From an optimization exercise on the open Yosys and OpenROAD flow, aimed at small area, a short achievable clock period and few clock cycles; shortcuts taken in it are not production practice.
Function was checked by simulation only, so behaviour that the tests miss may differ from the original.
In runs 4 to 6 the design's own scripts or RTL, not TritonCTS, make the clock network.
The clock input has no modelled driver; a real chip could not lean on it and would need a root buffer or a full tree.
Power and IR drop assume default switching activity.

--- flow/design.v ---
module fifo_conv_top(
input clk,
input rst,
input data_valid,
input [7:0] data_i,
output wire idle,
output wire done,
output wire [15:0] data_o,
output wire conv_done
);
assign idle = 1'b1;
reg [7:0] x;           
reg acc;               
reg [7:0] h0, h1;      
reg [2:0] col;         
reg [2:0] row;         
reg signed [10:0] pq;
reg emit;
reg signed [8:0] q0, q1, q2, q3, q4, q5;
reg signed [10:0] out_r;
reg vld_r, done_r;
wire signed [8:0] d = {1'b0, x} + {1'b1, h0} + 9'd1;    
wire last_col = (col == 3'd4);
wire upd = acc && (col[2] || col[1]);    
always @(posedge clk) begin
  x <= data_i;
  acc <= data_valid;     
  pq <= q0 + (q3 <<< 1);
  out_r <= pq + q5;
  if (acc) begin
    h1 <= ~x;
    h0 <= h1;
  end
  if (upd) begin
    q0 <= q1; q1 <= q2; q2 <= q3; q3 <= q4; q4 <= q5; q5 <= d;
  end
  if (rst) begin
    col <= 3'd0;
    row <= 3'd0;
    emit <= 1'b0;
    vld_r <= 1'b0;
    done_r <= 1'b0;
  end else begin
    emit <= upd && (row[2] || row[1]);
    vld_r <= emit;
    done_r <= (row == 3'd5);
    if (acc) begin
      col <= last_col ? 3'd0 : col + 3'd1;
      if (last_col && row != 3'd5) row <= row + 3'd1;
    end
  end
end
assign data_o = {{5{out_r[10]}}, out_r};
assign conv_done = vld_r;
assign done = done_r;
endmodule
--- flow/flow/run.sh ---
#!/bin/bash
# Own layout flow: the standard flow (standard.sh, standard synthesis
# included) with a few extra ORFS settings read from flow/knobs.txt, one
# VAR=value per line. Each tool's full output stays in the ORFS logs under
# orfs/logs; make's own output goes to make_finish.log here.
set -euo pipefail
W=$(pwd)
knobs=()
if [[ -f flow/knobs.txt ]]; then
  while IFS= read -r line; do
    [[ -z "$line" || "$line" == \#* ]] && continue
    knobs+=("${line//@FLOW@/$W/flow}")
  done < flow/knobs.txt
fi
bash standard.sh "${knobs[@]}" finish > make_finish.log 2>&1
--- flow/flow/knobs.txt ---
CTS_ARGS=-sink_clustering_enable -root_buf sky130_fd_sc_hd__clkbuf_8 -buf_list sky130_fd_sc_hd__clkbuf_4 -sink_clustering_size 50 -sink_clustering_max_diameter 200 -dont_use_dummy_load
BUFFER_PORTS_ARGS=-buffer_cell sky130_fd_sc_hd__buf_1
--- flow/standard.sh ---
#!/bin/bash
# synth_recipe.tcl (not shown) runs the flow's synth.tcl, then flattens the netlist and writes it again
# the make line also repeats each setting of config.mk as NAME=value (left out here)
make -C /OpenROAD-flow-scripts/flow DESIGN_CONFIG=/design/flow/config.mk WORK_HOME=/design/flow/orfs CLKGATE_MAP_FILE= SYNTH_SCRIPT=/design/flow/synth_recipe.tcl "${@:-finish}"
--- flow/config.mk ---
export PLATFORM = sky130hd
export DESIGN_NAME = fifo_conv_top
export DESIGN_NICKNAME = fifo_conv_top
export VERILOG_FILES = /design/flow/design.v
export SDC_FILE = /design/flow/constraint.sdc
export NUM_CORES = 4
export LEC_CHECK = 0
export CAP_MARGIN = 20
export CORE_MARGIN = 2
export CORE_UTILIZATION = 75
export PLACE_DENSITY = 0.85
export SETUP_SLACK_MARGIN = 3.05
export SLEW_MARGIN = 20
--- flow/constraint.sdc ---
create_clock -name core_clock -period 5.0 [get_ports {clk}]
set_input_delay 1.0000 -clock core_clock [delete_from_list [all_inputs] [get_ports {clk}]]
set_output_delay 1.0000 -clock core_clock [all_outputs]
set_load 0.01 [all_outputs]
==> impl_metrics.prom, run 1 <==
# TYPE chip_impl_metric gauge
chip_impl_metric{name="multi_input_gate_area",unit="um^2"} 1310
chip_impl_metric{name="yosysTopAreaCellShare",unit="%"} 48.8
chip_impl_metric{name="finish.net_count",unit=""} 389
chip_impl_metric{name="drtIter0Drc",unit=""} 223
chip_impl_metric{name="gp_congestion",unit=""} 0.828
chip_impl_metric{name="postSynthRegisterBits",unit=""} 110
chip_impl_metric{name="dieWidth",unit="um"} 79.8
chip_impl_metric{name="grt_util_all_layers",unit="%"} 25.3
chip_impl_metric{name="peakVddDrop",unit="V"} 0.000236
chip_impl_metric{name="grt_start_max_net_pins",unit=""} 29
chip_impl_metric{name="std_cell_rows",unit=""} 27
chip_impl_metric{name="clkTransAtPathRegs",unit="ps"} 80
chip_impl_metric{name="cts.htree.levels",unit=""} 3
chip_impl_metric{name="final_wirelength",unit="um"} 7170
chip_impl_metric{name="max_freq",unit="MHz"} 532
chip_impl_info{name="worstSetupStartpointType",value="register"} 1
chip_impl_info{name="ys_dominant_reg_cell",value="sky130_fd_sc_hd__edfxtp_1"} 1
chip_impl_metric{name="first_global_vias",unit=""} 2410
chip_impl_metric{name="min_period",unit="ps"} 1880
chip_impl_metric{name="fin_ws",unit="ps"} 3120
chip_impl_metric{name="dr.pass1.iters",unit=""} 7
chip_impl_metric{name="detailed_place_hpwl",unit="um"} 4870
chip_impl_metric{name="syn2layout_area_growth",unit="%"} 7.78
chip_impl_metric{name="final_setup_violation_count",unit=""} 0
chip_impl_metric{name="detailedPlace.worstSlack",unit="ps"} 2960
chip_impl_metric{name="crit_required",unit="ps"} 4000
chip_impl_info{name="tritoncts",value="yes"} 1
chip_impl_metric{name="die_outline_area",unit="um^2"} 6370
chip_impl_metric{name="critical_path.n_buffers_inverters",unit=""} 1
chip_impl_metric{name="core",unit="um^2"} 5540
chip_impl_metric{name="synth-warning-count",unit=""} 1
chip_impl_metric{name="cp_max_fo",unit=""} 6
chip_impl_metric{name="ctsLongestPathBuffers",unit=""} 2
chip_impl_metric{name="power.density",unit="nW/um^2"} 362
chip_impl_metric{name="worst_ep_arrival_time",unit="ps"} 880
chip_impl_metric{name="r2r_slack",unit="ps"} 3160
chip_impl_metric{name="max-slew-margin-rel",unit="%"} 54.7
chip_impl_metric{name="numClockSinks",unit=""} 110
chip_impl_metric{name="drv_slew",unit=""} 0
chip_impl_metric{name="hold_path_depth",unit=""} 0
chip_impl_metric{name="pin_count",unit=""} 30
chip_impl_metric{name="synth_area",unit="um^2"} 4310
chip_impl_info{name="synth_commonest_cells",value="sky130_fd_sc_hd__edfxtp_1 (70), sky130_fd_sc_hd__dfxtp_1 (40), sky130_fd_sc_hd__ha_1 (31)"} 1
chip_impl_info{name="cts_root_buf",value="sky130_fd_sc_hd__clkbuf_8"} 1
chip_impl_metric{name="holdBufCountCts",unit=""} 0
chip_impl_metric{name="maxcap_viol_count",unit=""} 0
chip_impl_metric{name="timing.setup.tns",unit="ps"} 0
chip_impl_metric{name="synth.yosys.seq_area_share",unit="%"} 67.3
chip_impl_info{name="yosys.cell_count.top_type",value="sky130_fd_sc_hd__edfxtp_1"} 1
chip_impl_metric{name="clk_latency",unit="ps"} 360
chip_impl_metric{name="ff_latch_area",unit="um^2"} 2910
chip_impl_info{name="unrepaired_setup_endpoints_after_global_routing",value="true"} 1
chip_impl_metric{name="post-layout-total-power",unit="W"} 0.00168
chip_impl_info{name="worst-setup-path-type",value="register to output port"} 1
chip_impl_info{name="synth_area_leaders",value="sky130_fd_sc_hd__edfxtp_1 (49%), sky130_fd_sc_hd__dfxtp_1 (19%), sky130_fd_sc_hd__ha_1 (9.0%)"} 1
chip_impl_metric{name="antennaDiodeCount",unit=""} 0
chip_impl_info{name="sequence_of_cells_on_the_critical_path",value="buf_1"} 1
chip_impl_metric{name="detail-route-antenna-nets",unit=""} 0
chip_impl_metric{name="drcViolationCount",unit=""} 0
chip_impl_metric{name="starting_density_of_the_core",unit="%"} 77.8
chip_impl_metric{name="grt_pass1_wl",unit="um"} 11500
chip_impl_metric{name="syn_inst",unit=""} 310
chip_impl_info{name="critical_path.top_delay_family",value="flip-flops"} 1
chip_impl_metric{name="reg2regPathDepth",unit=""} 9
chip_impl_metric{name="syn_area_per_cell",unit="um^2"} 13.9
chip_impl_metric{name="cpPeakStageDelay",unit="ps"} 370
chip_impl_metric{name="netlist-cell-type-count",unit=""} 40
chip_impl_info{name="end_kind",value="output port"} 1
chip_impl_metric{name="cellLeakagePower",unit="nW"} 1.78
chip_impl_metric{name="crit_path_cell_count",unit=""} 1
chip_impl_metric{name="fin_crit_sh",unit="%"} 37.6
chip_impl_metric{name="synth-async-reset-ratio",unit="%"} 0
chip_impl_metric{name="synth_fp_nets",unit=""} 355
chip_impl_metric{name="n_fill_cell",unit=""} 277
chip_impl_metric{name="grt_overflow_total",unit=""} 0
chip_impl_metric{name="routed-via-count",unit=""} 2395
chip_impl_metric{name="antenna_violations_before_repair",unit=""} 0
chip_impl_metric{name="fin_worst_skew",unit="ps"} 12.8
chip_impl_info{name="hold_path_class",value="register to register"} 1
chip_impl_info{name="status",value="finished clean"} 1
chip_impl_metric{name="report.final.hold_viol_count",unit=""} 0
chip_impl_metric{name="viasPerCell",unit=""} 5.79
chip_impl_metric{name="cts_inserted_buffers",unit=""} 9
chip_impl_info{name="synthDominantAreaCellType",value="sky130_fd_sc_hd__edfxtp_1"} 1
chip_impl_info{name="cp_slowest_cell",value="sky130_fd_sc_hd__dfxtp_2"} 1
chip_impl_metric{name="synth_enable_flop_cells",unit=""} 70
chip_impl_metric{name="placement.io_buffers",unit=""} 28
chip_impl_metric{name="die_height",unit="um"} 79.8
chip_impl_metric{name="worstMarginPinSlew",unit="ps"} 680
chip_impl_metric{name="post_drt_wl_per_cell",unit="um"} 17.3
chip_impl_metric{name="layout-drive-gt1-share",unit="%"} 9.94
cells in the final DEF (no fill, tap or decap), drive strengths merged, types with 8 or more instances in the layout:
| cell type | count |
|---|---|
| xor2 | 8 |
| edfxtp | 70 |
| o21ai | 8 |
| inv | 26 |
| nand2 | 16 |
| clkbuf | 9 |
| nor2 | 22 |
| buf | 29 |
| a21oi | 16 |
| ha | 31 |
| xnor2 | 16 |
| dfxtp | 40 |
final timing paths:
check / endpoint / startpoint
worst max-delay path: data_o[14] / out_r[10]
worst min-delay path: pq[0] / q0[0]
worst max register to register: q5[6] / h0[0]
worst min register to register: pq[0] / q0[0]
flip-flops by register name, indices dropped and copies added (netlist names), 3 cells and up:
name	cells
q5	9
row	3
col	3
pq	11
q4	9
out_r	11
q3	9
q1	9
q2	9
h1	8
q0	9
x	8
h0	8
power by group:
group	leakage (nW)	switching, W	internal [W]
logic	0.733	0.000125	0.0000891
registers	0.981	0.0000302	0.00103
clock network	0.0647	0.000244	0.000162
total	1.78	0.000399	0.00128
cells by family (layout without fill, tap and decap cells):
logic type | count (synthesis) | in the layout | synth area share (%)
adders and majority gates | 34 | 34 | 10.4
DFF | 110 | 110 | 67.3
buffers and inverters | 33 | 64 | 3.40
xor gates and xnor gates | 24 | 24 | 4.88
AOI/OAI and AO/OA | 44 | 45 | 6.68
other | 1 | 1 | 0.0870
and+or+nand+nor | 62 | 62 | 6.73
muxes | 2 | 2 | 0.493
routing by layer:
layer | GRT usage (%) | vias up | part of all wire [%]
met5 | 0 | - | 0
met4 | 10.8 | 0 | 1.9
met3 | 6.22 | 13 | 5.9
met2 | 43.7 | 101 | 53
met1 | 30.2 | 1133 | 39
li1 | - | 1148 | -
area by class of cell:
| type | count | share of cell area, % |
|---|---|---|
| sequential | 110 | 62.5 |
| multi-input combinational | 168 | 28.3 |
| clock buffer | 9 | 2.67 |
| timing repair buffer | 29 | 2.48 |
| inverter | 26 | 2.10 |
| tap | 72 | 1.94 |
metrics by stage:
step | area (um^2) | hold WS [ps] | std cells | util [%]
CTS | 4610 | 355 | 413 | 83.2
detailed placement | 4460 | 338 | 403 | 80.6
floorplan | 4320 | 323 | 310 | -
global route | 4650 | 376 | 414 | 83.9
global placement | 4460 | 332 | 403 | 80.6
finish | 4650 | 355 | 414 | 83.9
what timing repair did:
item                                    4_1_cts  5_1_grt
cloned                                        1        0
endpoints found under the setup margin       59        7
hold endpoints to repair                      0        0
buffers inserted                              0        1
pin swaps                                     0        5
resized for setup                             5        8
Testbench counts, summed over its fixed seeds: cycles 1,624.
==> run 2, diff against run 1 <==
==> flow/flow/knobs.txt (replaced) <==
CTS_ARGS=-sink_clustering_enable -root_buf sky130_fd_sc_hd__clkbuf_8 -tree_buf sky130_fd_sc_hd__clkbuf_4 -buf_list sky130_fd_sc_hd__clkbuf_4 -sink_clustering_size 50 -sink_clustering_max_diameter 200 -dont_use_dummy_load
BUFFER_PORTS_ARGS=-buffer_cell sky130_fd_sc_hd__buf_1
==> run 2 against run 1 <==
Compared with the run above: worst hold slack is the same; sequential cell count is the same; critical path type unchanged; final cell count is the same; critical path depth is the same; clock skew is the same; still clean; routed wire length is the same; clock-buffer cell count is the same; first-iteration DRC count is the same; largest cell class unchanged; synthesized area is the same; synthesized cell count is the same; sequential share of layout area is the same; power is the same.
==> impl_metrics.prom, run 2 <==
# TYPE chip_impl_metric gauge
chip_impl_info{name="status",value="finished clean"} 1
chip_impl_info{name="worst-setup-path-type",value="register to output port"} 1
chip_impl_metric{name="crit_required",unit="ps"} 4000
chip_impl_metric{name="synth_area",unit="um^2"} 4310
chip_impl_metric{name="postSynthRegisterBits",unit=""} 110
chip_impl_metric{name="grt_start_max_net_pins",unit=""} 29
chip_impl_metric{name="core",unit="um^2"} 5540
chip_impl_metric{name="std_cell_rows",unit=""} 27
chip_impl_info{name="synth_commonest_cells",value="sky130_fd_sc_hd__edfxtp_1 (70), sky130_fd_sc_hd__dfxtp_1 (40), sky130_fd_sc_hd__ha_1 (31)"} 1
chip_impl_info{name="hold_path_class",value="register to register"} 1
chip_impl_metric{name="power.density",unit="nW/um^2"} 362
chip_impl_metric{name="min_period",unit="ps"} 1880
chip_impl_metric{name="ctsLongestPathBuffers",unit=""} 2
chip_impl_metric{name="final_wirelength",unit="um"} 7170
chip_impl_metric{name="starting_density_of_the_core",unit="%"} 77.8
chip_impl_metric{name="placement.io_buffers",unit=""} 28
chip_impl_metric{name="dr.pass1.iters",unit=""} 7
chip_impl_metric{name="detail-route-antenna-nets",unit=""} 0
chip_impl_info{name="tritoncts",value="yes"} 1
chip_impl_metric{name="yosysTopAreaCellShare",unit="%"} 48.8
chip_impl_metric{name="clkTransAtPathRegs",unit="ps"} 80
chip_impl_metric{name="cpPeakStageDelay",unit="ps"} 370
chip_impl_info{name="layout_commonest_cell",value="sky130_fd_sc_hd__edfxtp_1"} 1
chip_impl_metric{name="fin_crit_sh",unit="%"} 37.6
chip_impl_info{name="reg_top3",value="out_r x11, pq x11"} 1
chip_impl_metric{name="ff_latch_area",unit="um^2"} 2910
chip_impl_metric{name="fin_worst_skew",unit="ps"} 12.8
chip_impl_metric{name="netlist-cell-type-count",unit=""} 40
chip_impl_info{name="unrepaired_setup_endpoints_after_global_routing",value="true"} 1
chip_impl_metric{name="routed-via-count",unit=""} 2395
chip_impl_metric{name="max-slew-margin-rel",unit="%"} 54.7
chip_impl_metric{name="critical_path.n_buffers_inverters",unit=""} 1
chip_impl_metric{name="final_setup_violation_count",unit=""} 0
chip_impl_metric{name="synth.yosys.seq_area_share",unit="%"} 67.3
chip_impl_metric{name="n_fill_cell",unit=""} 277
chip_impl_info{name="ys_dominant_reg_cell",value="sky130_fd_sc_hd__edfxtp_1"} 1
chip_impl_metric{name="cellLeakagePower",unit="nW"} 1.78
chip_impl_metric{name="die_height",unit="um"} 79.8
chip_impl_metric{name="grt_pass1_wl",unit="um"} 11500
chip_impl_metric{name="drtIter0Drc",unit=""} 223
chip_impl_metric{name="worstMarginPinSlew",unit="ps"} 680
chip_impl_info{name="worstSetupStartpointType",value="register"} 1
chip_impl_info{name="layout_common_cells",value="sky130_fd_sc_hd__edfxtp_1 (70), sky130_fd_sc_hd__dfxtp_1 (38), sky130_fd_sc_hd__ha_1 (29)"} 1
chip_impl_info{name="cp_slowest_cell",value="sky130_fd_sc_hd__dfxtp_2"} 1
chip_impl_metric{name="antennaDiodeCount",unit=""} 0
chip_impl_info{name="synth_area_leaders",value="sky130_fd_sc_hd__edfxtp_1 (49%), sky130_fd_sc_hd__dfxtp_1 (19%), sky130_fd_sc_hd__ha_1 (9.0%)"} 1
chip_impl_metric{name="detailed_place_hpwl",unit="um"} 4870
chip_impl_metric{name="die_outline_area",unit="um^2"} 6370
chip_impl_metric{name="synth-warning-count",unit=""} 1
chip_impl_metric{name="syn_area_per_cell",unit="um^2"} 13.9
chip_impl_metric{name="viasPerCell",unit=""} 5.79
chip_impl_metric{name="synth_enable_flop_cells",unit=""} 70
chip_impl_info{name="yosys.cell_count.top_type",value="sky130_fd_sc_hd__edfxtp_1"} 1
chip_impl_metric{name="dieWidth",unit="um"} 79.8
chip_impl_metric{name="maxcap_viol_count",unit=""} 0
chip_impl_info{name="synthDominantAreaCellType",value="sky130_fd_sc_hd__edfxtp_1"} 1
chip_impl_metric{name="timing.setup.tns",unit="ps"} 0
chip_impl_metric{name="max_freq",unit="MHz"} 532
chip_impl_metric{name="worst_ep_arrival_time",unit="ps"} 880
chip_impl_metric{name="grt_util_all_layers",unit="%"} 25.3
chip_impl_metric{name="finalNonFillerCells",unit=""} 414
chip_impl_metric{name="finish.net_count",unit=""} 389
chip_impl_metric{name="drv_slew",unit=""} 0
chip_impl_metric{name="peakVddDrop",unit="V"} 0.000236
chip_impl_metric{name="grt_overflow_total",unit=""} 0
chip_impl_metric{name="cts.htree.levels",unit=""} 3
chip_impl_metric{name="clk_latency",unit="ps"} 360
chip_impl_info{name="cts_root_buf",value="sky130_fd_sc_hd__clkbuf_8"} 1
chip_impl_info{name="sequence_of_cells_on_the_critical_path",value="buf_1"} 1
chip_impl_metric{name="pin_count",unit=""} 30
chip_impl_metric{name="cts_inserted_buffers",unit=""} 9
chip_impl_metric{name="cp_max_fo",unit=""} 6
chip_impl_metric{name="reg2regPathDepth",unit=""} 9
chip_impl_metric{name="layout-drive-gt1-share",unit="%"} 9.94
chip_impl_metric{name="numClockSinks",unit=""} 110
chip_impl_metric{name="first_global_vias",unit=""} 2410
chip_impl_metric{name="synth_fp_nets",unit=""} 355
chip_impl_metric{name="syn_inst",unit=""} 310
chip_impl_info{name="end_kind",value="output port"} 1
chip_impl_metric{name="antenna_violations_before_repair",unit=""} 0
chip_impl_metric{name="dp.cells",unit=""} 403
chip_impl_metric{name="drcViolationCount",unit=""} 0
chip_impl_metric{name="syn2layout_area_growth",unit="%"} 7.78
chip_impl_metric{name="gp_congestion",unit=""} 0.828
chip_impl_metric{name="synth-async-reset-ratio",unit="%"} 0
chip_impl_metric{name="hold_path_depth",unit=""} 0
chip_impl_info{name="critical_path.top_delay_family",value="flip-flops"} 1
chip_impl_metric{name="crit_path_cell_count",unit=""} 1
chip_impl_metric{name="report.final.hold_viol_count",unit=""} 0
chip_impl_metric{name="post_drt_wl_per_cell",unit="um"} 17.3
chip_impl_metric{name="multi_input_gate_area",unit="um^2"} 1310
[run 2: cell counts after synthesis]
Identical to the previous run, type by type.
[run 2: final timing paths]
check        startpoint    endpoint  slack (ps)
max           out_r[10]  data_o[14]        3120
min               q0[0]       pq[0]         350
max reg2reg       h0[0]       q5[6]        3160
min reg2reg       q0[0]       pq[0]         350
[run 2: through the flow]
stage                     setup WS [ps]  hold WS (ps)  total power, W  utilization, %  instance area [um^2]
after floorplan                    3170           323         0.00123               -                  4320
after global placement             3000           332         0.00127            80.6                  4460
after detailed placement           2960           338         0.00129            80.6                  4460
after CTS                          3050           355         0.00169            83.2                  4610
after global routing               3030           376         0.00174            83.9                  4650
final                              3120           355         0.00168            83.9                  4650
[run 2: timing repair]
item / CTS / global route
endpoints found under the setup margin: 59 / 7
resized for setup: 5 / 8
hold buffers: 0 / 0
gates cloned: 1 / 0
pin swaps: 0 / 5
setup buffers: 0 / 1
[run 2: layout make-up]
cell class,count,area share [%]
clock buffer,9,2.67
tap,72,1.94
multi-input combinational,168,28.3
inverter,26,2.10
sequential,110,62.5
timing repair buffer,29,2.48
[run 2: cell families after synthesis]
group / count (synthesis) / synth area share (%)
compound gates: 44 / 6.68
xor+xnor: 24 / 4.88
fa+ha+maj: 34 / 10.4
buf+inv: 33 / 3.40
flops: 110 / 67.3
mux: 2 / 0.493
other cells: 1 / 0.0870
simple gates: 62 / 6.73
[run 2: report_power, final]
part	internal (W)	leakage [nW]	total (W)	switching [W]
Sequential	0.00103	0.981	0.00106	0.0000302
Combinational	0.0000891	0.733	0.000214	0.000125
Clock	0.000162	0.0647	0.000406	0.000244
Total	0.00128	1.78	0.00168	0.000399
[run 2: per-layer routing]
| metal | up-vias | share of wire [%] | track usage (%) |
|---|---|---|---|
| met1 | 1133 | 39 | 30.2 |
| met4 | 0 | 1.9 | 10.8 |
| met5 | - | 0 | 0 |
| met2 | 101 | 53 | 43.7 |
| li1 | 1148 | - | - |
| met3 | 13 | 5.9 | 6.22 |
==> run 3, diff against run 2 <==
==> flow/flow/knobs.txt (replaced) <==
CTS_ARGS=-sink_clustering_enable -root_buf sky130_fd_sc_hd__clkbuf_16 -tree_buf sky130_fd_sc_hd__clkbuf_4 -buf_list sky130_fd_sc_hd__clkbuf_4 -sink_clustering_size 50 -sink_clustering_max_diameter 200 -dont_use_dummy_load
BUFFER_PORTS_ARGS=-buffer_cell sky130_fd_sc_hd__buf_1
==> run 3 against run 2 <==
Compared with the run above: synthesized area unchanged; clock-buffer cell count unchanged; via count up 5.3%; final cell count unchanged; power up 13%; sequential power about the same; register-to-register slack worse by 100 ps; sequential cell count unchanged; critical path type is now register to register; largest power group unchanged.
==> impl_metrics.prom, run 3 <==
# TYPE chip_impl_metric gauge
chip_impl_metric{name="yosysTopAreaCellShare",unit="%"} 48.8
chip_impl_metric{name="core",unit="um^2"} 5540
chip_impl_metric{name="cp_max_fo",unit=""} 3
chip_impl_info{name="cp_startpoint",value="q3[0]"} 1
chip_impl_info{name="ys_dominant_reg_cell",value="sky130_fd_sc_hd__edfxtp_1"} 1
chip_impl_metric{name="antennaDiodeCount",unit=""} 0
chip_impl_metric{name="worst_hold_slack",unit="ps"} 350
chip_impl_info{name="synth_area_leaders",value="sky130_fd_sc_hd__edfxtp_1 (49%), sky130_fd_sc_hd__dfxtp_1 (19%), sky130_fd_sc_hd__ha_1 (9.0%)"} 1
chip_impl_metric{name="synth-warning-count",unit=""} 1
chip_impl_info{name="setup.worst_path.end",value="pq[9]"} 1
chip_impl_info{name="end_kind",value="register"} 1
chip_impl_metric{name="cellLeakagePower",unit="nW"} 1.84
chip_impl_info{name="reg_top3",value="out_r x11, pq x11"} 1
chip_impl_metric{name="crit_required",unit="ps"} 5260
chip_impl_info{name="worst-setup-path-type",value="register to register"} 1
chip_impl_metric{name="critical_path.n_buffers_inverters",unit=""} 1
chip_impl_metric{name="power.clock.fraction",unit="%"} 31.5
chip_impl_metric{name="synth_enable_flop_cells",unit=""} 70
chip_impl_metric{name="drtIter0Drc",unit=""} 223
chip_impl_metric{name="synth_fp_nets",unit=""} 355
chip_impl_metric{name="peakVddDrop",unit="V"} 0.000282
chip_impl_metric{name="finish.utilization",unit="%"} 86.2
chip_impl_info{name="unrepaired_setup_endpoints_after_global_routing",value="true"} 1
chip_impl_metric{name="seq_power_share",unit="%"} 56.1
chip_impl_metric{name="clk_latency",unit="ps"} 350
chip_impl_metric{name="synth_area",unit="um^2"} 4310
chip_impl_metric{name="grt_pass1_wl",unit="um"} 12300
chip_impl_metric{name="grt_util_all_layers",unit="%"} 27.0
chip_impl_metric{name="cpPeakStageDelay",unit="ps"} 380
chip_impl_metric{name="max-slew-margin-rel",unit="%"} 54.7
chip_impl_metric{name="placement.io_buffers",unit=""} 28
chip_impl_metric{name="min_period",unit="ps"} 1940
chip_impl_info{name="cp_slowest_cell",value="sky130_fd_sc_hd__edfxtp_1"} 1
chip_impl_metric{name="drv_slew",unit=""} 0
chip_impl_info{name="worstReg2RegStart",value="q3[0]"} 1
chip_impl_metric{name="detail-route-antenna-nets",unit=""} 0
chip_impl_metric{name="clkTransAtPathRegs",unit="ps"} 70
chip_impl_metric{name="syn_inst",unit=""} 310
chip_impl_metric{name="gp_congestion",unit=""} 0.828
chip_impl_info{name="hold_path_class",value="register to register"} 1
chip_impl_metric{name="post_drt_wl_per_cell",unit="um"} 20.6
chip_impl_metric{name="worstMarginPinSlew",unit="ps"} 680
chip_impl_info{name="layout_commonest_cell",value="sky130_fd_sc_hd__edfxtp_1"} 1
chip_impl_metric{name="die_outline_area",unit="um^2"} 6370
chip_impl_metric{name="ctsLongestPathBuffers",unit=""} 2
chip_impl_info{name="synthDominantAreaCellType",value="sky130_fd_sc_hd__edfxtp_1"} 1
chip_impl_metric{name="reg2regPathDepth",unit=""} 7
chip_impl_metric{name="timing.setup.tns",unit="ps"} 0
chip_impl_info{name="synth_commonest_cells",value="sky130_fd_sc_hd__edfxtp_1 (70), sky130_fd_sc_hd__dfxtp_1 (40), sky130_fd_sc_hd__ha_1 (31)"} 1
chip_impl_info{name="cts_root_buf",value="sky130_fd_sc_hd__clkbuf_16"} 1
chip_impl_metric{name="power.net_switching",unit="W"} 0.000455
chip_impl_metric{name="switching_portion_of_total_power",unit="%"} 24.0
chip_impl_info{name="worstSetupStartpointType",value="register"} 1
chip_impl_metric{name="postSynthRegisterBits",unit=""} 110
chip_impl_metric{name="dr.pass1.iters",unit=""} 5
chip_impl_metric{name="finish.net_count",unit=""} 389
chip_impl_metric{name="cellInternalPower",unit="W"} 0.00144
chip_impl_metric{name="drcViolationCount",unit=""} 0
chip_impl_metric{name="final_wirelength",unit="um"} 8540
chip_impl_metric{name="r2r_slack",unit="ps"} 3060
chip_impl_metric{name="std_cell_rows",unit=""} 27
chip_impl_metric{name="netlist-cell-type-count",unit=""} 40
chip_impl_metric{name="detailed_place_hpwl",unit="um"} 4870
chip_impl_metric{name="antenna_violations_before_repair",unit=""} 0
chip_impl_metric{name="max_freq",unit="MHz"} 515
chip_impl_metric{name="pin_count",unit=""} 30
chip_impl_info{name="critical_path.top_delay_family",value="adder cells"} 1
chip_impl_metric{name="syn_area_per_cell",unit="um^2"} 13.9
chip_impl_metric{name="maxcap_viol_count",unit=""} 0
chip_impl_metric{name="worst_ep_arrival_time",unit="ps"} 2210
chip_impl_info{name="end_of_the_worst_register_to_register_path",value="pq[9]"} 1
chip_impl_metric{name="p_comb_share",unit="%"} 12.3
chip_impl_info{name="tritoncts",value="yes"} 1
chip_impl_metric{name="power.density",unit="nW/um^2"} 398
chip_impl_info{name="sequence_of_cells_on_the_critical_path",value="ha_2, inv_1, fa_2, nor2b_2, o2111ai_1, a31oi_1, xor2_1"} 1
chip_impl_metric{name="fin_crit_sh",unit="%"} 38.8
chip_impl_info{name="status",value="finished clean"} 1
chip_impl_metric{name="report.final.hold_viol_count",unit=""} 0
chip_impl_metric{name="first_global_vias",unit=""} 2496
chip_impl_metric{name="numClockSinks",unit=""} 110
chip_impl_metric{name="die_height",unit="um"} 79.8
chip_impl_metric{name="cts.htree.levels",unit=""} 3
chip_impl_metric{name="synth-async-reset-ratio",unit="%"} 0
chip_impl_metric{name="grt_start_max_net_pins",unit=""} 29
chip_impl_metric{name="viasPerCell",unit=""} 6.09
chip_impl_metric{name="layout-drive-gt1-share",unit="%"} 12.9
chip_impl_metric{name="cts_inserted_buffers",unit=""} 9
chip_impl_metric{name="syn2layout_area_growth",unit="%"} 10.8
chip_impl_metric{name="final_setup_violation_count",unit=""} 0
chip_impl_info{name="layout_common_cells",value="sky130_fd_sc_hd__edfxtp_1 (70), sky130_fd_sc_hd__dfxtp_1 (38), sky130_fd_sc_hd__ha_1 (28)"} 1
chip_impl_metric{name="grt_overflow_total",unit=""} 0
chip_impl_metric{name="routed-via-count",unit=""} 2523
chip_impl_metric{name="starting_density_of_the_core",unit="%"} 77.8
chip_impl_metric{name="dieWidth",unit="um"} 79.8
chip_impl_metric{name="holdBufCountCts",unit=""} 0
chip_impl_metric{name="crit_path_cell_count",unit=""} 7
chip_impl_info{name="yosys.cell_count.top_type",value="sky130_fd_sc_hd__edfxtp_1"} 1
chip_impl_metric{name="fin_worst_skew",unit="ps"} 7.60
chip_impl_metric{name="synth.yosys.seq_area_share",unit="%"} 67.3
## run 3: cell counts after synthesis
Identical to the previous run, type by type.
## run 3: how the worst min path moves through the flow
stage	from	endpoint	slack, ps	cells after the start
floorplan	q0[0]	pq[0]	320	0
global placement	q0[0]	pq[0]	330	0
detailed placement	q0[0]	pq[0]	340	0
CTS	q0[0]	pq[0]	350	0
global route	q0[0]	pq[0]	370	0
finish	q0[0]	pq[0]	350	0
## run 3: power by group through the flow
stage / registers [W] / clock network [W] / logic, W
floorplan: 0.00108 / 0 / 0.000151
finish: 0.00107 / 0.000599 / 0.000234
global route: 0.00107 / 0.000623 / 0.000254
detailed placement: 0.00108 / 0 / 0.000206
CTS: 0.00106 / 0.000598 / 0.000218
global placement: 0.00107 / 0 / 0.000194
## run 3: cell families (layout without fill, tap and decap cells)
group | Yosys count | in the layout | synth area share, %
buffers and inverters | 33 | 64 | 3.40
XOR/XNOR | 24 | 24 | 4.88
adder cells (fa/ha/maj) | 34 | 34 | 10.4
flip-flops | 110 | 110 | 67.3
other | 1 | 1 | 0.0870
AND/OR/NAND/NOR | 62 | 62 | 6.73
multiplexers | 2 | 2 | 0.493
AO/OA/AOI/OAI | 44 | 45 | 6.68
## run 3: per-layer routing
metal	part of all wire [%]	track usage, %	wire (um)	up-vias
met5	0	0	0	-
li1	-	-	-	1153
met3	5.5	7.58	467	32
met1	39	32.1	3290	1223
met2	52	46.2	4470	115
met4	3.5	11.2	303	0
## run 3: cell type report
type | instances | area (um^2)
Sequential cell | 110 | 2910
Fill cell | 242 | 763
Tap cell | 72 | 90.1
Timing Repair Buffer | 29 | 119
Multi-Input combinational cell | 168 | 1340
Inverter | 26 | 97.6
Clock buffer | 9 | 225
## run 3: metrics by stage
step / instances / area (um^2) / worst slack (ps) / power (W)
2_1_floorplan: 310 / 4320 / 3170 / 0.00123
3_3_place_gp: 403 / 4460 / 3000 / 0.00127
3_5_place_dp: 403 / 4460 / 2960 / 0.00129
4_1_cts: 413 / 4720 / 3050 / 0.00188
5_1_grt: 414 / 4780 / 3000 / 0.00195
6_report: 414 / 4780 / 3060 / 0.00190
## run 3: worst reg2reg max path: cells and delay by family (launching register included)
kind,cells,cell delay (ps)
xor gates and xnor gates,1,200
adders and majority gates,2,600
DFF,1,380
buffers and inverters,1,80
and+or+nand+nor,1,180
AOI/OAI and AO/OA,2,430
## run 3: repair_timing
action / in CTS / in global routing
gates cloned: 1 / 0
pin swaps: 2 / 4
buffers inserted: 0 / 1
endpoints found under the setup margin: 62 / 12
resized for setup: 6 / 17
==> run 4, diff against run 3 <==
==> flow/flow/knobs.txt (replaced) <==
PRE_CTS_TCL=@FLOW@/mcts.tcl
MCTS_CELL=sky130_fd_sc_hd__clkbuf_16
BUFFER_PORTS_ARGS=-buffer_cell sky130_fd_sc_hd__buf_1
==> flow/flow/mcts.tcl (new file) <==
# One-level clock tree in place of TritonCTS's two-level H-tree: the clock port
# drives MCTS_N buffers, each driving the flip-flops of one region of the core.
# Sourced as the PRE_CTS hook of cts.tcl; clock_tree_synthesis then becomes a
# no-op and cts.tcl goes on as usual (legalisation, timing repair).
set mcts_n 4
set mcts_cell sky130_fd_sc_hd__clkbuf_8
if {[info exists ::env(MCTS_N)]} { set mcts_n $::env(MCTS_N) }
if {[info exists ::env(MCTS_CELL)]} { set mcts_cell $::env(MCTS_CELL) }

set block [ord::get_db_block]
set db [ord::get_db]
set clk_net [[$block findBTerm clk] getNet]
set master [$db findMaster $mcts_cell]

set sinks {}
foreach it [$clk_net getITerms] {
  set bb [[$it getInst] getBBox]
  lappend sinks [list $it [expr {([$bb xMin] + [$bb xMax]) / 2}] [expr {([$bb yMin] + [$bb yMax]) / 2}]]
}
puts "mcts: [llength $sinks] clock sinks, $mcts_n buffers of $mcts_cell"

# split a list of sinks into n groups, cutting alternately across x and y
proc mcts_split {sinks n axis} {
  if {$n <= 1} { return [list $sinks] }
  set idx [expr {$axis == 0 ? 1 : 2}]
  set sorted [lsort -integer -index $idx $sinks]
  set n1 [expr {$n / 2}]
  set cut [expr {[llength $sorted] * $n1 / $n}]
  set a [lrange $sorted 0 [expr {$cut - 1}]]
  set b [lrange $sorted $cut end]
  return [concat [mcts_split $a $n1 [expr {1 - $axis}]] [mcts_split $b [expr {$n - $n1}] [expr {1 - $axis}]]]
}

set core [$block getCoreArea]
set w [expr {[$core xMax] - [$core xMin]}]
set h [expr {[$core yMax] - [$core yMin]}]
set g 0
foreach grp [mcts_split $sinks $mcts_n [expr {$w >= $h ? 0 : 1}]] {
  set sx 0; set sy 0
  foreach s $grp { incr sx [lindex $s 1]; incr sy [lindex $s 2] }
  set cx [expr {$sx / [llength $grp]}]
  set cy [expr {$sy / [llength $grp]}]
  set inst [odb::dbInst_create $block $master "mcts_buf_$g"]
  set net [odb::dbNet_create $block "mcts_clk_$g"]
  $net setSigType CLOCK
  [$inst findITerm A] connect $clk_net
  [$inst findITerm X] connect $net
  foreach s $grp {
    set it [lindex $s 0]
    $it disconnect
    $it connect $net
  }
  $inst setLocation [expr {$cx - [$master getWidth] / 2}] [expr {$cy - [$master getHeight] / 2}]
  $inst setPlacementStatus PLACED
  puts "mcts: buffer $g drives [llength $grp] sinks at ([expr {$cx / 1000.0}], [expr {$cy / 1000.0}])"
  incr g
}
global_connect
set_propagated_clock [all_clocks]

proc clock_tree_synthesis {args} {
  puts "mcts: clock tree built by mcts.tcl; clock_tree_synthesis $args skipped"
}
--- a/flow/config.mk
+++ b/flow/config.mk
@@ -11,3 +11,3 @@
 export PLACE_DENSITY = 0.85
-export SETUP_SLACK_MARGIN = 3.05
+export SETUP_SLACK_MARGIN = 3.2
 export SLEW_MARGIN = 20
==> run 4 against run 3 <==
Compared with the run above: die area stayed put; still clean on timing, DRC and antenna; largest cell class unchanged; final cell count increased by 0.48%; synthesized area unchanged; final area down 1.1%; sequential cell count unchanged; sequential power is essentially flat; global-route usage decreased by 4.7 points; highest routed layer unchanged; worst hold slack gained 4.6 ps; power is 14% lower; sequential share of layout area increased by 0.65 points.
==> impl_metrics.prom, run 4 <==
# TYPE chip_impl_metric gauge
chip_impl_info{name="worstReg2RegStart",value="h0[0]"} 1
chip_impl_metric{name="worst_hold_slack",unit="ps"} 354
chip_impl_metric{name="cpPeakStageDelay",unit="ps"} 370
chip_impl_metric{name="maxcap_viol_count",unit=""} 0
chip_impl_metric{name="reg2regPathDepth",unit=""} 9
chip_impl_metric{name="clkTransAtPathRegs",unit="ps"} 100
chip_impl_metric{name="grt_start_max_net_pins",unit=""} 29
chip_impl_metric{name="hold_path_depth",unit=""} 0
chip_impl_metric{name="drv_slew",unit=""} 0
chip_impl_metric{name="pin_count",unit=""} 30
chip_impl_metric{name="final_wirelength",unit="um"} 7040
chip_impl_metric{name="synth_fp_nets",unit=""} 355
chip_impl_info{name="worstSetupStartpointType",value="register"} 1
chip_impl_metric{name="dieWidth",unit="um"} 79.8
chip_impl_metric{name="synth.yosys.seq_area_share",unit="%"} 67.3
chip_impl_metric{name="postSynthRegisterBits",unit=""} 110
chip_impl_info{name="sequence_of_cells_on_the_critical_path",value="inv_1, ha_2, inv_2, fa_2, a21o_1, a21oi_2, o21ai_2, nor2_1, xnor2_1"} 1
chip_impl_metric{name="starting_density_of_the_core",unit="%"} 77.8
chip_impl_info{name="synth_commonest_cells",value="sky130_fd_sc_hd__edfxtp_1 (70), sky130_fd_sc_hd__dfxtp_1 (40), sky130_fd_sc_hd__ha_1 (31)"} 1
chip_impl_metric{name="gp_congestion",unit=""} 0.804
chip_impl_metric{name="core",unit="um^2"} 5540
chip_impl_metric{name="cellLeakagePower",unit="nW"} 1.80
chip_impl_metric{name="worst_ep_arrival_time",unit="ps"} 1790
chip_impl_metric{name="first_global_vias",unit=""} 2390
chip_impl_metric{name="final_setup_violation_count",unit=""} 0
chip_impl_metric{name="std_cell_rows",unit=""} 27
chip_impl_metric{name="synth-warning-count",unit=""} 1
chip_impl_metric{name="grt_overflow_total",unit=""} 0
chip_impl_metric{name="n_fill_cell",unit=""} 259
chip_impl_metric{name="cp_max_fo",unit=""} 2
chip_impl_info{name="cp_startpoint",value="h0[0]"} 1
chip_impl_info{name="hold_path_class",value="register to register"} 1
chip_impl_metric{name="grt_util_all_layers",unit="%"} 22.3
chip_impl_metric{name="die_height",unit="um"} 79.8
chip_impl_metric{name="netlist-cell-type-count",unit=""} 40
chip_impl_metric{name="yosysTopAreaCellShare",unit="%"} 48.8
chip_impl_info{name="status",value="finished clean"} 1
chip_impl_info{name="min_from",value="q0[0]"} 1
chip_impl_info{name="end_kind",value="register"} 1
chip_impl_info{name="ys_dominant_reg_cell",value="sky130_fd_sc_hd__edfxtp_1"} 1
chip_impl_metric{name="fin_crit_sh",unit="%"} 37.5
chip_impl_metric{name="syn_inst",unit=""} 310
chip_impl_metric{name="fin_worst_skew",unit="ps"} 6.64
chip_impl_metric{name="dr.pass1.iters",unit=""} 4
chip_impl_metric{name="drcViolationCount",unit=""} 0
chip_impl_metric{name="viasPerCell",unit=""} 5.78
chip_impl_metric{name="antennaDiodeCount",unit=""} 0
chip_impl_metric{name="syn2layout_area_growth",unit="%"} 9.61
chip_impl_metric{name="dp.cells",unit=""} 403
chip_impl_info{name="layout_commonest_cell",value="sky130_fd_sc_hd__edfxtp_1"} 1
chip_impl_metric{name="synth_area",unit="um^2"} 4310
chip_impl_info{name="worst-setup-path-type",value="register to register"} 1
chip_impl_metric{name="detail-route-antenna-nets",unit=""} 0
chip_impl_metric{name="synth-async-reset-ratio",unit="%"} 0
chip_impl_info{name="cp_slowest_cell",value="sky130_fd_sc_hd__edfxtp_1"} 1
chip_impl_info{name="layout_common_cells",value="sky130_fd_sc_hd__edfxtp_1 (70), sky130_fd_sc_hd__dfxtp_1 (39), sky130_fd_sc_hd__ha_1 (28), sky130_fd_sc_hd__buf_1 (28), sky130_fd_sc_hd__inv_1 (25)"} 1
chip_impl_info{name="reg_top3",value="out_r x11, pq x11"} 1
chip_impl_metric{name="routed-via-count",unit=""} 2403
chip_impl_metric{name="worstMarginPinSlew",unit="ps"} 512
chip_impl_metric{name="die_outline_area",unit="um^2"} 6370
chip_impl_metric{name="power.density",unit="nW/um^2"} 345
chip_impl_metric{name="syn_area_per_cell",unit="um^2"} 13.9
chip_impl_info{name="synth_area_leaders",value="sky130_fd_sc_hd__edfxtp_1 (49%), sky130_fd_sc_hd__dfxtp_1 (19%), sky130_fd_sc_hd__ha_1 (9.0%)"} 1
chip_impl_metric{name="crit_required",unit="ps"} 4920
chip_impl_metric{name="grt_pass1_wl",unit="um"} 11200
chip_impl_metric{name="report.final.hold_viol_count",unit=""} 0
chip_impl_metric{name="max-slew-margin-rel",unit="%"} 65.8
chip_impl_metric{name="max_freq",unit="MHz"} 533
chip_impl_metric{name="finish.net_count",unit=""} 391
chip_impl_metric{name="antenna_violations_before_repair",unit=""} 0
chip_impl_info{name="yosys.cell_count.top_type",value="sky130_fd_sc_hd__edfxtp_1"} 1
chip_impl_metric{name="detailed_place_hpwl",unit="um"} 4630
chip_impl_metric{name="drtIter0Drc",unit=""} 87
chip_impl_metric{name="peakVddDrop",unit="V"} 0.000303
chip_impl_metric{name="timing.setup.tns",unit="ps"} 0
chip_impl_info{name="unrepaired_setup_endpoints_after_global_routing",value="true"} 1
chip_impl_metric{name="synth_enable_flop_cells",unit=""} 70
chip_impl_info{name="synthDominantAreaCellType",value="sky130_fd_sc_hd__edfxtp_1"} 1
chip_impl_metric{name="layout-drive-gt1-share",unit="%"} 12.2
chip_impl_metric{name="min_period",unit="ps"} 1870
chip_impl_metric{name="finalNonFillerCells",unit=""} 416
chip_impl_metric{name="clk_latency",unit="ps"} 160
chip_impl_metric{name="post_drt_wl_per_cell",unit="um"} 16.9
chip_impl_metric{name="placement.io_buffers",unit=""} 28
chip_impl_metric{name="r2r_slack",unit="ps"} 3130
run 4: cell counts after synthesis:
No cell type changed its count.
run 4: stage by stage:
stage          total power, W  instance area, um^2  utilization (%)  setup WS, ps
5_1_grt               0.00169                 4720             85.3          2980
4_1_cts               0.00163                 4640             83.7          3150
2_1_floorplan         0.00123                 4320                -          3200
3_5_place_dp          0.00128                 4470             80.6          2940
3_3_place_gp          0.00127                 4470             80.6          3010
6_report              0.00163                 4720             85.3          3130
run 4: cell type report:
class | count | area [um^2] | share of cell area, %
Buffer | 4 | 100 | 2.12
Inverter | 26 | 97.6 | 2.07
Sequential cell | 110 | 2900 | 61.5
Tap cell | 72 | 90.1 | 1.91
Multi-Input combinational cell | 168 | 1370 | 28.9
Timing Repair Buffer | 36 | 165 | 3.50
run 4: what timing repair did:
item | CTS | global route
hold buffers | 0 | 0
cloned | 1 | 0
pin swaps | 8 | 3
setup buffers | 2 | 6
endpoints found under the setup margin | 61 | 35
resized for setup | 12 | 9
run 4: worst max-delay path, delay by kind of cell, from the launching register on:
| kind | cells | cell delay (ps) |
|---|---|---|
| and+or+nand+nor | 1 | 120 |
| AOI/OAI and AO/OA | 3 | 440 |
| xor gates and xnor gates | 1 | 90 |
| DFF | 1 | 370 |
| buffers and inverters | 2 | 100 |
| adders and majority gates | 2 | 530 |
run 4: worst paths after layout:
| kind | to |
|---|---|
| min reg2reg | pq[0] |
| max | q5[6] |
| max reg2reg | q5[6] |
| min | pq[0] |
run 4: cells by family (layout without fill, tap and decap cells):
logic type / count (synthesis) / after routing / synth area share [%]
AO/OA/AOI/OAI: 44 / 45 / 6.68
multiplexers: 2 / 2 / 0.493
adder cells (fa/ha/maj): 34 / 34 / 10.4
other: 1 / 1 / 0.0870
AND/OR/NAND/NOR: 62 / 62 / 6.73
buffers and inverters: 33 / 66 / 3.40
XOR/XNOR: 24 / 24 / 4.88
flip-flops: 110 / 110 / 67.3
run 4: report_power, final:
part | switching [W] | internal, W | leakage, nW | total, W
Combinational | 0.000129 | 0.0000950 | 0.774 | 0.000224
Clock | 0.000202 | 0.000147 | 0.0493 | 0.000349
Sequential | 0.0000290 | 0.00103 | 0.981 | 0.00106
run 4: per-layer routing:
metal  part of all wire [%]  wire [um]  vias to the layer above  GRT usage [%]
met1                     42       2920                     1180           30.1
li1                       -          -                     1147              -
met5                      0          0                        -              0
met4                    2.1        151                        0           3.90
met3                    3.9        277                       12           1.02
met2                     52       3680                       64           41.0
==> run 5, diff against run 4 <==
--- a/flow/config.mk
+++ b/flow/config.mk
@@ -11,3 +11,3 @@
 export PLACE_DENSITY = 0.85
-export SETUP_SLACK_MARGIN = 3.2
+export SETUP_SLACK_MARGIN = 3.1
 export SLEW_MARGIN = 20
==> run 5 against run 4 <==
Compared with the run above: core utilization fell by 1.5 points; via count shrank 0.96%; clock power hardly changed; clock skew is 0.72 ps higher; global-route usage rose by 0.75 points; largest power group unchanged.
==> impl_metrics.prom, run 5 <==
# TYPE chip_impl_metric gauge
chip_impl_info{name="status",value="finished clean"} 1
chip_impl_metric{name="cell_area_after_layout",unit="um^2"} 4640
chip_impl_metric{name="maxcap_viol_count",unit=""} 0
chip_impl_info{name="synth_commonest_cells",value="sky130_fd_sc_hd__edfxtp_1 (70), sky130_fd_sc_hd__dfxtp_1 (40), sky130_fd_sc_hd__ha_1 (31)"} 1
chip_impl_metric{name="netlist-cell-type-count",unit=""} 40
chip_impl_info{name="layout_commonest_cell",value="sky130_fd_sc_hd__edfxtp_1"} 1
chip_impl_metric{name="peakVddDrop",unit="V"} 0.000345
chip_impl_metric{name="synth_area",unit="um^2"} 4310
chip_impl_metric{name="die_outline_area",unit="um^2"} 6370
chip_impl_metric{name="synth_enable_flop_cells",unit=""} 70
chip_impl_metric{name="routed-via-count",unit=""} 2380
chip_impl_metric{name="placement.cell_area",unit="um^2"} 4460
chip_impl_metric{name="grt_start_max_net_pins",unit=""} 29
chip_impl_metric{name="holdBufCountCts",unit=""} 0
chip_impl_info{name="yosys.cell_count.top_type",value="sky130_fd_sc_hd__edfxtp_1"} 1
chip_impl_metric{name="detailed_place_hpwl",unit="um"} 4870
chip_impl_metric{name="die_height",unit="um"} 79.8
chip_impl_metric{name="clkTransAtPathRegs",unit="ps"} 100
chip_impl_metric{name="viasPerCell",unit=""} 5.79
chip_impl_metric{name="max_freq",unit="MHz"} 544
chip_impl_metric{name="first_global_vias",unit=""} 2391
chip_impl_metric{name="synth.yosys.seq_area_share",unit="%"} 67.3
chip_impl_metric{name="dieWidth",unit="um"} 79.8
chip_impl_metric{name="final_setup_violation_count",unit=""} 0
chip_impl_metric{name="antenna_violations_before_repair",unit=""} 0
chip_impl_info{name="unrepaired_setup_endpoints_after_global_routing",value="true"} 1
chip_impl_metric{name="crit_required",unit="ps"} 4920
chip_impl_metric{name="layout-drive-gt1-share",unit="%"} 9.14
chip_impl_metric{name="yosysTopAreaCellShare",unit="%"} 48.8
chip_impl_metric{name="grt_overflow_total",unit=""} 0
chip_impl_metric{name="finish.utilization",unit="%"} 83.7
chip_impl_info{name="reg_top3",value="out_r x11, pq x11"} 1
chip_impl_metric{name="synth_fp_nets",unit=""} 355
chip_impl_metric{name="max-slew-margin-rel",unit="%"} 54.9
chip_impl_info{name="layout_common_cells",value="sky130_fd_sc_hd__edfxtp_1 (70), sky130_fd_sc_hd__dfxtp_1 (39), sky130_fd_sc_hd__ha_1 (28), sky130_fd_sc_hd__buf_1 (28), sky130_fd_sc_hd__inv_1 (25)"} 1
chip_impl_metric{name="cpPeakStageDelay",unit="ps"} 370
chip_impl_metric{name="syn_area_per_cell",unit="um^2"} 13.9
chip_impl_metric{name="worst_hold_slack",unit="ps"} 358
chip_impl_metric{name="drtIter0Drc",unit=""} 172
chip_impl_metric{name="std_cell_rows",unit=""} 27
chip_impl_info{name="sequence_of_cells_on_the_critical_path",value="inv_1, ha_2, inv_2, fa_2, a21o_1, a21oi_2, o21ai_2, nor2_1, xnor2_1"} 1
chip_impl_metric{name="post_drt_wl_per_cell",unit="um"} 16.9
chip_impl_metric{name="worst_ep_arrival_time",unit="ps"} 1760
chip_impl_info{name="ys_dominant_reg_cell",value="sky130_fd_sc_hd__edfxtp_1"} 1
chip_impl_metric{name="antennaDiodeCount",unit=""} 0
chip_impl_info{name="worst-setup-path-type",value="register to register"} 1
chip_impl_metric{name="synth-warning-count",unit=""} 1
chip_impl_metric{name="finish.net_count",unit=""} 386
chip_impl_metric{name="power.density",unit="nW/um^2"} 350
chip_impl_metric{name="core",unit="um^2"} 5540
chip_impl_info{name="hold_path_class",value="register to register"} 1
chip_impl_metric{name="timing.setup.tns",unit="ps"} 0
chip_impl_metric{name="cellLeakagePower",unit="nW"} 1.77
chip_impl_metric{name="min_period",unit="ps"} 1840
chip_impl_metric{name="grt_util_all_layers",unit="%"} 23.0
chip_impl_metric{name="fin_worst_skew",unit="ps"} 7.36
chip_impl_metric{name="drcViolationCount",unit=""} 0
chip_impl_metric{name="final_wirelength",unit="um"} 6950
chip_impl_info{name="synthDominantAreaCellType",value="sky130_fd_sc_hd__edfxtp_1"} 1
chip_impl_metric{name="synth-async-reset-ratio",unit="%"} 0
chip_impl_info{name="worstSetupStartpointType",value="register"} 1
chip_impl_metric{name="drv_slew",unit=""} 0
chip_impl_metric{name="postSynthRegisterBits",unit=""} 110
chip_impl_info{name="end_kind",value="register"} 1
chip_impl_metric{name="dr.pass1.iters",unit=""} 5
chip_impl_metric{name="report.final.hold_viol_count",unit=""} 0
chip_impl_metric{name="fin_crit_sh",unit="%"} 36.7
chip_impl_info{name="synth_area_leaders",value="sky130_fd_sc_hd__edfxtp_1 (49%), sky130_fd_sc_hd__dfxtp_1 (19%), sky130_fd_sc_hd__ha_1 (9.0%)"} 1
chip_impl_metric{name="multi_input_gate_area",unit="um^2"} 1320
chip_impl_metric{name="ff_latch_area",unit="um^2"} 2900
chip_impl_metric{name="syn_inst",unit=""} 310
chip_impl_metric{name="placement.io_buffers",unit=""} 28
chip_impl_metric{name="clk_latency",unit="ps"} 160
chip_impl_metric{name="cp_max_fo",unit=""} 2
chip_impl_metric{name="gp_congestion",unit=""} 0.828
chip_impl_metric{name="pin_count",unit=""} 30
chip_impl_metric{name="starting_density_of_the_core",unit="%"} 77.8
chip_impl_metric{name="worstMarginPinSlew",unit="ps"} 677
chip_impl_info{name="cp_slowest_cell",value="sky130_fd_sc_hd__edfxtp_1"} 1
chip_impl_metric{name="grt_pass1_wl",unit="um"} 11300
chip_impl_metric{name="n_fill_cell",unit=""} 280
chip_impl_metric{name="detail-route-antenna-nets",unit=""} 0
chip_impl_metric{name="syn2layout_area_growth",unit="%"} 7.63
## run 5: cell counts after synthesis
No cell type changed its count.
## run 5: area by class of cell
| type | instances | area share, % |
|---|---|---|
| Multi-Input combinational cell | 168 | 28.5 |
| Inverter | 26 | 2.10 |
| Buffer | 4 | 2.16 |
| Sequential cell | 110 | 62.6 |
| Tap cell | 72 | 1.94 |
| Timing Repair Buffer | 31 | 2.75 |
## run 5: per-stage QoR
step	setup slack, ps	power (W)	instances
after floorplan	3170	0.00123	310
after CTS	3100	0.00163	409
after global placement	3000	0.00127	403
final	3160	0.00162	411
after detailed placement	2960	0.00129	403
after global routing	3040	0.00168	411
## run 5: kinds of logic after synthesis
| group | synth area share [%] |
|---|---|
| adder cells (fa/ha/maj) | 10.4 |
| AO/OA/AOI/OAI | 6.68 |
| flip-flops | 67.3 |
| other | 0.0870 |
| buffers and inverters | 3.40 |
| multiplexers | 0.493 |
| AND/OR/NAND/NOR | 6.73 |
| XOR/XNOR | 4.88 |
## run 5: critical path: cells and delay by family (launching register included)
family                     cells  cell delay, ps
buffers and inverters          2             100
AOI/OAI and AO/OA              3             430
xor gates and xnor gates       1              70
adders and majority gates      2             500
and+or+nand+nor                1             120
DFF                            1             370
## run 5: power breakdown
| part | internal (W) | total (W) | switching [W] |
|---|---|---|---|
| combinational | 0.0000887 | 0.000215 | 0.000126 |
| clock | 0.000147 | 0.000348 | 0.000201 |
| sequential | 0.00103 | 0.00106 | 0.0000295 |
| total | 0.00127 | 0.00162 | 0.000356 |
## run 5: layer usage
metal	vias up	GRT usage (%)	share of wire, %
li1	1148	-	-
met1	1148	30.6	41
met2	72	42.7	53
met3	12	1.70	4.6
met4	0	3.56	1.5
met5	-	0	0
## run 5: worst paths after layout
| path | startpoint | to | slack (ps) | cells past startpoint |
|---|---|---|---|---|
| worst min register to register | q0[0] | pq[0] | 360 | 0 |
| worst max register to register | h0[0] | q5[6] | 3160 | 9 |
| worst max-delay path | h0[0] | q5[6] | 3160 | 9 |
| worst min-delay path | q0[0] | pq[0] | 360 | 0 |
## run 5: repair_timing
item	CTS	global route
pin swaps	1	7
gates resized for setup	4	9
setup endpoints to repair	59	6
cloned	1	0
setup buffers	1	2
==> run 6, diff against run 5 <==
--- a/flow/config.mk
+++ b/flow/config.mk
@@ -9,5 +9,5 @@
 export CORE_MARGIN = 2
-export CORE_UTILIZATION = 75
-export PLACE_DENSITY = 0.85
-export SETUP_SLACK_MARGIN = 3.1
+export CORE_UTILIZATION = 80
+export PLACE_DENSITY = 0.9
+export SETUP_SLACK_MARGIN = 3.05
 export SLEW_MARGIN = 20
==> run 6 against run 5 <==
Compared with the run above: worst hold slack improved by 9.6 ps; sequential share of layout area fell by 0.051 points; synthesized cell count did not move; largest cell class unchanged; combinational power rose by 6%; still clean on timing, DRC and antenna.
==> impl_metrics.prom, run 6 <==
# TYPE chip_impl_metric gauge
chip_impl_info{name="worst-setup-path-type",value="register to register"} 1
chip_impl_metric{name="min_period",unit="ps"} 1940
chip_impl_info{name="yosys.cell_count.top_type",value="sky130_fd_sc_hd__edfxtp_1"} 1
chip_impl_metric{name="core",unit="um^2"} 5140
chip_impl_metric{name="postSynthRegisterBits",unit=""} 110
chip_impl_metric{name="cellInternalPower",unit="W"} 0.00127
chip_impl_metric{name="worst_ep_arrival_time",unit="ps"} 2030
chip_impl_metric{name="antennaDiodeCount",unit=""} 0
chip_impl_metric{name="dieWidth",unit="um"} 77.4
chip_impl_metric{name="timing.setup.tns",unit="ps"} 0
chip_impl_metric{name="max-slew-margin-rel",unit="%"} 48.5
chip_impl_info{name="layout_commonest_cell",value="sky130_fd_sc_hd__edfxtp_1"} 1
chip_impl_metric{name="clk_latency",unit="ps"} 160
chip_impl_metric{name="post_drt_wl_per_cell",unit="um"} 20.6
chip_impl_metric{name="worstMarginPinSlew",unit="ps"} 772
chip_impl_metric{name="synth-adder-area-share",unit="%"} 10.4
chip_impl_metric{name="grt_start_max_net_pins",unit=""} 56
chip_impl_metric{name="n_fill_cell",unit=""} 204
chip_impl_metric{name="cell_area_after_layout",unit="um^2"} 4640
chip_impl_metric{name="drcViolationCount",unit=""} 0
chip_impl_metric{name="syn_inst",unit=""} 310
chip_impl_metric{name="antenna_violations_before_repair",unit=""} 0
chip_impl_info{name="ys_dominant_reg_cell",value="sky130_fd_sc_hd__edfxtp_1"} 1
chip_impl_metric{name="synth_fp_nets",unit=""} 355
chip_impl_metric{name="cellLeakagePower",unit="nW"} 1.76
chip_impl_metric{name="gp_congestion",unit=""} 0.855
chip_impl_info{name="reg_top3",value="out_r x11, pq x11"} 1
chip_impl_metric{name="final_setup_violation_count",unit=""} 0
chip_impl_metric{name="peakVddDrop",unit="V"} 0.000383
chip_impl_metric{name="synth.area.mux_share",unit="%"} 0.493
chip_impl_metric{name="die_height",unit="um"} 77.4
chip_impl_metric{name="p_comb_share",unit="%"} 13.8
chip_impl_metric{name="max_freq",unit="MHz"} 516
chip_impl_metric{name="synth.yosys.seq_area_share",unit="%"} 67.3
chip_impl_metric{name="finish.utilization",unit="%"} 90.3
chip_impl_info{name="unrepaired_setup_endpoints_after_global_routing",value="true"} 1
chip_impl_metric{name="power.clock.fraction",unit="%"} 21.5
chip_impl_metric{name="starting_density_of_the_core",unit="%"} 83.9
chip_impl_metric{name="power.net_switching",unit="W"} 0.000376
chip_impl_info{name="status",value="finished clean"} 1
chip_impl_info{name="synth_top_family_by_area",value="adder cells"} 1
chip_impl_metric{name="multi_input_gate_area",unit="um^2"} 1330
chip_impl_info{name="synth_commonest_cells",value="sky130_fd_sc_hd__edfxtp_1 (70), sky130_fd_sc_hd__dfxtp_1 (40), sky130_fd_sc_hd__ha_1 (31)"} 1
chip_impl_metric{name="synth_area",unit="um^2"} 4310
chip_impl_metric{name="yosys.area_share.xor_xnor",unit="%"} 4.88
chip_impl_metric{name="post-layout-total-power",unit="W"} 0.00164
chip_impl_metric{name="grt_util_all_layers",unit="%"} 25.9
chip_impl_metric{name="holdBufCountCts",unit=""} 0
chip_impl_info{name="layout_common_cells",value="sky130_fd_sc_hd__edfxtp_1 (70), sky130_fd_sc_hd__dfxtp_1 (39), sky130_fd_sc_hd__ha_1 (29)"} 1
[run 6: cell count changes in the layout (fill, tap and decap cells not counted), sizes merged]
cell	change
o21a	-1
[run 6: power groups by stage]
stage | registers [W] | clock network (W) | logic [W]
floorplan | 0.00108 | 0 | 0.000151
global placement | 0.00107 | 0 | 0.000193
detailed placement | 0.00108 | 0 | 0.000201
CTS | 0.00106 | 0.000353 | 0.000211
global route | 0.00107 | 0.000382 | 0.000244
finish | 0.00106 | 0.000353 | 0.000227
[run 6: cell families (layout without fill, tap and decap cells)]
group,count (synthesis),after routing
flops,110,110
simple gates,62,62
compound gates,44,44
fa+ha+maj,34,34
buf+inv,33,61
xor+xnor,24,24
mux,2,2
other cells,1,1
[run 6: what timing repair did]
action	in CTS	in global routing
setup buffers	0	3
hold endpoints to repair	0	0
endpoints found under the setup margin	58	8
pin swaps	2	9
resized for setup	8	7
[run 6: stage by stage]
step / std cells / worst slack (ps)
4_1_cts: 405 / 3050
3_5_place_dp: 401 / 2940
2_1_floorplan: 310 / 3170
5_1_grt: 408 / 2960
6_report: 408 / 3060
3_3_place_gp: 401 / 3010
[run 6: per-layer routing]
layer	GRT usage [%]	part of all wire, %
met3	0.814	4.6
met2	49.3	55
met1	34.6	40
met4	3.21	0.63
met5	0	0
[run 6: cell type report]
class                           instances  share of cell area, %
Sequential cell                       110                   62.5
Multi-Input combinational cell        167                   28.6
Timing Repair Buffer                   31                   2.75
Buffer                                  4                   2.16
Inverter                               26                   2.10
Tap cell                               70                   1.89
[run 6: path summary, 6_finish.rpt]
check / startpoint / endpoint / slack (ps) / depth (start not counted)
setup / recovery: q5[8] / out_r[10] / 3060 / 6
hold / removal: q0[0] / pq[0] / 370 / 0
setup reg to reg: q5[8] / out_r[10] / 3060 / 6
hold reg to reg: q0[0] / pq[0] / 370 / 0
[run 6: worst max-delay path, stage by stage, from the launching register on]
cell and delay [ps]:
sky130_fd_sc_hd__edfxtp_1 490, sky130_fd_sc_hd__ha_1 400, sky130_fd_sc_hd__a21oi_1 230, sky130_fd_sc_hd__nand2_1 140, sky130_fd_sc_hd__o31ai_1 320, sky130_fd_sc_hd__a21oi_1 100
sky130_fd_sc_hd__xnor2_1 200

re-timing with driven ports:
The flow's constraints put no driver on any port. The routed layouts listed below were extracted and timed again, unchanged, in two steps. Step 1, drivers: a clkbuf_16 drives clk and a buf_2 each remaining input, both assumed. Step 2 also shifts input and output timing later by t, the mid clock arrival at the registers, as if the neighbouring blocks saw the same clock. a / b / c = ideal ports / drivers / drivers and shift; a / b = the first two.
run | shift t [ns] | slack for setup (ns) | clock arrival spread, ns | pins driven straight from the clock port
run 1 | 0.383 | 3.119 / 3.087 / 3.160 | 0.013 / 0.013 | 1
run 2 | 0.383 | 3.119 / 3.087 / 3.160 | 0.013 / 0.013 | 1
run 3 | 0.381 | 3.058 / 3.046 / 3.058 | 0.008 / 0.008 | 1
run 4 | 0.236 | 3.125 / 3.125 / 3.125 | 0.008 / 0.008 | 4
run 5 | 0.229 | 3.163 / 3.163 / 3.163 | 0.007 / 0.008 | 4
run 6 | 0.225 | 3.061 / 3.061 / 3.061 | 0.009 / 0.009 | 4
After both steps setup and hold are still met in every run listed.
